This design comes from an exercise in tuning for small area on the open sky130 flow, not from production work. The RTL was checked by simulation tests, not by an equivalence proof against the original design. The clock input has no modelled driver; a real chip could not lean on it and would need a root buffer or a full tree. No activity file was given, so power comes from the tool's default toggle rates.

Design Stopwatch, start of the top module:
module Stopwatch (output SF_CE0, output LCD_RW, output LCD_RS, output [3:0] SF_D, output LCD_E,
                  input clock, input reset, input restart);
  assign SF_CE0 = 1'b1;
  assign LCD_RW = 1'b0;
  reg [5:0] tk;
  wire tk_end = tk[5] & tk[4] & tk[0];
  wire tick = ~reset & tk_end;
  wire [5:0] tk_cy = {tk[4:0] & tk_cy[4:0], 1'b1};
  always @(posedge clock)
    if (reset) tk <= 6'd25;
    else if (tk_end) tk <= 6'd0;
    else tk <= tk ^ tk_cy;
  reg [3:0] d0, d1, d3; reg [2:0] d2, d4;
  wire e1 = tick & d0[3] & d0[0];
  wire e2 = e1 & d1[3] & d1[0];
  wire e3 = e2 & d2[2] & d2[0];
  wire e4 = e3 & d3[3] & d3[0];
  wire clr = tick & restart;
  function [3:0] t10(input [3:0] d);
    t10 = {d[3] ? d[0] : &d[2:0], d[1] & d[0], d[0] & ~d[3], 1'b1};
  endfunction
  function [2:0] t6(input [2:0] d);
    t6 = {d[2] ? d[0] : d[1] & d[0], ~d[2] & d[0], 1'b1};
  endfunction
  function [2:0] t7(input [2:0] d);
    t7 = {d[1] & (d[2] | d[0]), d[0] | (d[2] & d[1]), ~(d[2] & d[1])};
  endfunction
  always @(posedge clock) begin
    d0 <= clr ? 4'd0 : d0 ^ ({4{tick}} & t10(d0));
    d1 <= clr ? 4'd0 : d1 ^ ({4{e1}} & t10(d1));
    d2 <= clr ? 3'd0 : d2 ^ ({3{e2}} & t6(d2));
    d3 <= clr ? 4'd0 : d3 ^ ({4{e3}} & t10(d3));
    d4 <= clr ? 3'd0 : d4 ^ ({3{e4}} & t7(d4));
  end
  reg [20:0] c;
  reg [4:0] b;
  ...
Size in the first run: roughly 11 I/O pins, ~2600 um2 of cells after synthesis.
Settings: LEC_CHECK=0, CAP_MARGIN=20, CORE_MARGIN=2, CORE_UTILIZATION=40, PLACE_DENSITY=0.6, SLEW_MARGIN=20; clock period 20.0 ns.
standard.sh (not shown) runs the stock make flow with config.mk's settings and CLKGATE_MAP_FILE= SYNTH_SCRIPT=/design/flow/synth_recipe.tcl, a recipe that flattens the netlist after the stock synthesis.
==> flow/flow/run.sh <==
#!/bin/bash
# Own layout flow: the standard synthesis, then the combinational logic between the
# registers is re-mapped for area with ABC (registers, their names and cell types are kept),
# then the standard layout steps from floorplan to finish.
set -euo pipefail
W=$PWD
R=$W/orfs/results/$FLOW_PLATFORM/Stopwatch/base
LIB=$FLOW_HOME/platforms/$FLOW_PLATFORM/lib/sky130_fd_sc_hd__tt_025C_1v80.lib
YOSYS=$(command -v yosys || echo "$FLOW_HOME/../tools/install/yosys/bin/yosys")

# 1. standard synthesis
bash standard.sh synth > $W/1_standard_synth.log 2>&1

# 2. area re-mapping of the combinational logic
cp $R/1_2_yosys.v $W/std_1_2_yosys.v
best=""
bestarea=""
for s in $W/flow/abc_*.script; do
  n=$(basename $s .script)
  sed -e "s#@LIB@#$LIB#g" -e "s#@IN@#$W/std_1_2_yosys.v#g" -e "s#@OUT@#$W/rs_$n.v#g" \
      -e "s#@SCRIPT@#$s#g" $W/flow/resynth.ys > $W/rs_$n.ys
  if "$YOSYS" -s $W/rs_$n.ys > $W/2_resynth_$n.log 2>&1; then
    a=$(grep "Chip area" $W/2_resynth_$n.log | tail -1 | awk '{print $NF}')
    echo "$n $a" >> $W/2_resynth_areas.txt
    if [[ -z "$bestarea" ]] || awk "BEGIN{exit !($a < $bestarea)}"; then best=$n; bestarea=$a; fi
  fi
done
echo "chosen $best $bestarea" >> $W/2_resynth_areas.txt
if [[ -n "$best" ]]; then
  cp $W/rs_$best.v $R/1_2_yosys.v
  touch $R/1_2_yosys.v
fi

# 3. standard layout from the re-mapped netlist
bash standard.sh finish \
  "BUFFER_PORTS_ARGS=-buffer_cell sky130_fd_sc_hd__buf_1" \
  "CTS_ARGS=-sink_clustering_enable -repair_clock_nets -dont_use_dummy_load -buf_list sky130_fd_sc_hd__clkbuf_4 sky130_fd_sc_hd__clkbuf_8 -sink_clustering_size 30 -sink_clustering_max_diameter 100" \
  > $W/3_standard_layout.log 2>&1
Other scripts of this flow, unchanged in this note and not shown: flow/flow/abc_a1.script, flow/flow/abc_ds1.script, flow/flow/abc_ds2.script, flow/flow/resynth.ys
The starting point ended with an error in 4_1_cts with STA-0564.
Then changed:
--- a/flow/flow/run.sh
+++ b/flow/flow/run.sh
@@ -36,3 +36,3 @@
   "BUFFER_PORTS_ARGS=-buffer_cell sky130_fd_sc_hd__buf_1" \
-  "CTS_ARGS=-sink_clustering_enable -repair_clock_nets -dont_use_dummy_load -buf_list sky130_fd_sc_hd__clkbuf_4 sky130_fd_sc_hd__clkbuf_8 -sink_clustering_size 30 -sink_clustering_max_diameter 100" \
+  "CTS_ARGS=-sink_clustering_enable -repair_clock_nets -dont_use_dummy_load -buf_list {sky130_fd_sc_hd__clkbuf_4 sky130_fd_sc_hd__clkbuf_8} -sink_clustering_size 30 -sink_clustering_max_diameter 100" \
   > $W/3_standard_layout.log 2>&1
Effect: The changed run ran to the end with no violations; synthesized cell count does not change; area after synthesis does not change.

---

Another version of the RTL of Stopwatch (not shown whole).
Size: roughly 320 cells after synthesis, about 11 I/O pins.
==> flow/config.mk <==
export PLATFORM = sky130hd
export DESIGN_NAME = Stopwatch
export DESIGN_NICKNAME = Stopwatch
export VERILOG_FILES = /design/flow/design.v
export SDC_FILE = /design/flow/constraint.sdc
export NUM_CORES = 4
export LEC_CHECK = 0
export CAP_MARGIN = 20
export CORE_MARGIN = 2
export CORE_UTILIZATION = 40
export PLACE_DENSITY = 0.6
export SLEW_MARGIN = 20
==> flow/constraint.sdc <==
create_clock -name core_clock -period 20.0 [get_ports {clock}]
set_input_delay 4.0000 -clock core_clock [delete_from_list [all_inputs] [get_ports {clock}]]
set_output_delay 4.0000 -clock core_clock [all_outputs]
set_load 0.01 [all_outputs]
==> flow/flow/run.sh <==
#!/bin/bash
# Own layout flow: the standard synthesis, then the combinational logic between the
# registers is re-mapped for area with ABC (the registers, their names and cell types are
# kept), then the standard layout steps from floorplan to finish, with buf_1 port
# buffers and the root clock buffer removed so that the clock port drives the 4 leaf
# clock buffers (flow/post_cts.tcl).
set -euo pipefail
W=$PWD
R=$W/orfs/results/$FLOW_PLATFORM/Stopwatch/base
LIB=$FLOW_HOME/platforms/$FLOW_PLATFORM/lib/sky130_fd_sc_hd__tt_025C_1v80.lib
YOSYS=$(command -v yosys || echo "$FLOW_HOME/../tools/install/yosys/bin/yosys")

# 1. standard synthesis
bash standard.sh synth > $W/1_standard_synth.log 2>&1

# 2. area re-mapping of the combinational logic; several ABC runs, the smallest one that
#    ABC proves equivalent to its input is kept
cp $R/1_2_yosys.v $W/std_1_2_yosys.v
# ABC scripts: deepsyn (time limit, seed) then a mapper; each ends with ABC's equivalence check
mkscript() {  # name T S mapper
  local m
  case $4 in
    amap) m='dch -f
amap
topo' ;;
    nf) m='&get -n
&dch -f
&nf -p -R 1000 -F 8 -C 32
&put
topo' ;;
    nfa) m='&get -n
&dch -f
&nf -a -p -A 4 -R 1000
&put
topo' ;;
  esac
  printf 'write_blif %s\nstrash\n&get -n\n&deepsyn -T %s -S %s\n&put\n%s\ncec %s\n' \
    "$W/pre_$1.blif" "$2" "$3" "$m" "$W/pre_$1.blif" > $W/abc_$1.abc
}
names=()
while read -r t sd mp; do
  [[ -z "$t" || "$t" == \#* ]] && continue
  n=${mp}_t${t}_s${sd}
  mkscript $n $t $sd $mp
  names+=($n)
done < $W/flow/abc_runs.txt
resynth() {
  local n=$1
  sed -e "s#@LIB@#$LIB#g" -e "s#@IN@#$W/std_1_2_yosys.v#g" -e "s#@OUT@#$W/rs_$n.v#g" \
      -e "s#@SCRIPT@#$W/abc_$n.abc#g" $W/flow/resynth.ys > $W/rs_$n.ys
  "$YOSYS" -s $W/rs_$n.ys > $W/2_resynth_$n.log 2>&1 || true
}
jobs=0
for n in "${names[@]}"; do
  resynth $n &
  jobs=$((jobs + 1))
  if (( jobs >= ${NUM_CORES:-4} )); then wait -n || true; jobs=$((jobs - 1)); fi
done
wait || true
best=""
bestarea=""
for n in "${names[@]}"; do
  lg=$W/2_resynth_$n.log
  [[ -f $W/rs_$n.v ]] || continue
  grep -q "Networks are equivalent" $lg || continue
  grep -q "Chip area" $lg || continue
  # only library cells may remain
  if grep -q '$_' $W/rs_$n.v.stat; then continue; fi
  a=$(grep "Chip area" $lg | tail -1 | awk '{print $NF}')
  echo "$n $a" >> $W/2_resynth_areas.txt
  if [[ -z "$bestarea" ]] || awk "BEGIN{exit !($a < $bestarea)}"; then best=$n; bestarea=$a; fi
done
echo "chosen $best $bestarea" >> $W/2_resynth_areas.txt
if [[ -n "$best" ]]; then
  cp $W/rs_$best.v $R/1_2_yosys.v
  python3 $W/flow/merge_ties.py $R/1_2_yosys.v >> $W/2_resynth_areas.txt 2>&1 || cp $W/rs_$best.v $R/1_2_yosys.v
  touch $R/1_2_yosys.v
fi

# 3. standard layout from the re-mapped netlist
bash standard.sh finish \
  "BUFFER_PORTS_ARGS=-buffer_cell sky130_fd_sc_hd__buf_1" \
  "CTS_ARGS=-sink_clustering_enable -repair_clock_nets -dont_use_dummy_load" \
  "POST_CTS_TCL=$W/flow/post_cts.tcl" LEAF_CLKBUF=sky130_fd_sc_hd__clkbuf_8 \
  > $W/3_standard_layout.log 2>&1
==> flow/flow/merge_ties.py <==
#!/usr/bin/env python3
# Merge a netlist's tie-high and tie-low conb_1 cells into one conb_1 that drives both nets.
import re, sys
path = sys.argv[1]
text = open(path).read()
pat = re.compile(r'\n(\s*)sky130_fd_sc_hd__conb_1\s+(\S+)\s*\(\s*\.(HI|LO)\(([^()]*)\)\s*\);')
ties = list(pat.finditer(text))
his = [m for m in ties if m.group(3) == 'HI']
los = [m for m in ties if m.group(3) == 'LO']
if len(his) == 1 and len(los) == 1:
    hi, lo = his[0], los[0]
    merged = '\n%ssky130_fd_sc_hd__conb_1 %s (\n%s  .HI(%s),\n%s  .LO(%s)\n%s);' % (
        hi.group(1), hi.group(2), hi.group(1), hi.group(4), hi.group(1), lo.group(4), hi.group(1))
    first, second = sorted([hi, lo], key=lambda m: m.start())
    keep = merged
    text = text[:first.start()] + (keep if first is hi else '') + text[first.end():second.start()] + (keep if second is hi else '') + text[second.end():]
    open(path, 'w').write(text)
    print('merged tie cells %s and %s' % (hi.group(2), lo.group(2)))
else:
    print('tie cells left as they are (%d HI, %d LO)' % (len(his), len(los)))
Other scripts of this flow, unchanged in this note and not shown: flow/flow/abc_runs.txt, flow/flow/post_cts.tcl, flow/flow/resynth.ys
==> next run, changes <==
--- a/flow/flow/run.sh
+++ b/flow/flow/run.sh
@@ -5,3 +5,4 @@
 # buffers and the root clock buffer removed so that the clock port drives the 4 leaf
-# clock buffers (flow/post_cts.tcl).
+# clock buffers (flow/post_cts.tcl), and one tie cell for both constant outputs
+# (flow/post_floorplan.tcl).
 set -euo pipefail
@@ -75,3 +76,2 @@
   cp $W/rs_$best.v $R/1_2_yosys.v
-  python3 $W/flow/merge_ties.py $R/1_2_yosys.v >> $W/2_resynth_areas.txt 2>&1 || cp $W/rs_$best.v $R/1_2_yosys.v
   touch $R/1_2_yosys.v
@@ -82,2 +82,3 @@
   "BUFFER_PORTS_ARGS=-buffer_cell sky130_fd_sc_hd__buf_1" \
+  "POST_FLOORPLAN_TCL=$W/flow/post_floorplan.tcl" \
   "CTS_ARGS=-sink_clustering_enable -repair_clock_nets -dont_use_dummy_load" \
==> flow/flow/post_floorplan.tcl (new file) <==
# One conb_1 drives both constant outputs: the tie-low net moves to the LO pin of the
# tie-high cell and the tie-low cell is removed.
set block [ord::get_db_block]
set hi_inst ""
set lo_inst ""
set nties 0
foreach inst [$block getInsts] {
  if {[[$inst getMaster] getName] eq "sky130_fd_sc_hd__conb_1"} {
    incr nties
    set h [[$inst findITerm HI] getNet]
    set l [[$inst findITerm LO] getNet]
    if {$h ne "NULL" && $l eq "NULL"} { set hi_inst $inst }
    if {$l ne "NULL" && $h eq "NULL"} { set lo_inst $inst }
  }
}
if {$nties == 2 && $hi_inst ne "" && $lo_inst ne ""} {
  set lnet [[$lo_inst findITerm LO] getNet]
  [$lo_inst findITerm LO] disconnect
  odb::dbInst_destroy $lo_inst
  [$hi_inst findITerm LO] connect $lnet
  puts "post_floorplan: [$hi_inst getName] now drives both tie nets"
}
removed: flow/flow/merge_ties.py
The changed run ran to the end with no violations.
Synthesized cell count does not change.
Cell count hardly moves.
Clock skew goes down by 0.0058 ns.
Total power goes up by about 0.9%.
Die area hardly moves.
Non-clock buffer count goes up by 1.
Global-route usage goes up by 0.46 points.
Cell area barely changes.
Setup slack is better by 0.056 ns.

==> static timing again, ports no longer ideal <==
In the flow no input, the clock included, has a driving cell. The finished layouts below were timed again as built, in two steps. Step 1 (the two cells are an assumption about what drives the block):
set clk [get_ports {clock}]
set_driving_cell -lib_cell sky130_fd_sc_hd__clkbuf_16 $clk
set_driving_cell -lib_cell sky130_fd_sc_hd__buf_2 [delete_from_list [all_inputs] $clk]
Step 2 times the ports against the registers' clock, not the clock port: input delays grow and output delays shrink by t, the midpoint of the rising clock arrivals with the driver on. Three values: no drivers, after step 1, after step 2; two values: the first two.
run | t (ns) | slack for setup (ns) | worst hold slack (ns) | clock arrival spread, ns | cell pins on the clock port's net
the second run of note 1 | 0.324 | 13.559 / 13.530 / 13.649 | 0.437 / 0.437 / 0.437 | 0.024 / 0.024 | 1
the first run of note 2 | 0.196 | 13.717 / 13.664 / 13.583 | 0.444 / 0.444 / 0.444 | 0.015 / 0.015 | 4
the second run of note 2 | 0.202 | 13.773 / 13.806 / 13.604 | 0.447 / 0.447 / 0.447 | 0.010 / 0.010 | 4
After both steps every run listed still meets setup and hold. For the second run of note 2, which loses most, drivers alone change the setup slack by +0.033 ns; drivers and shift together by -0.169 ns.
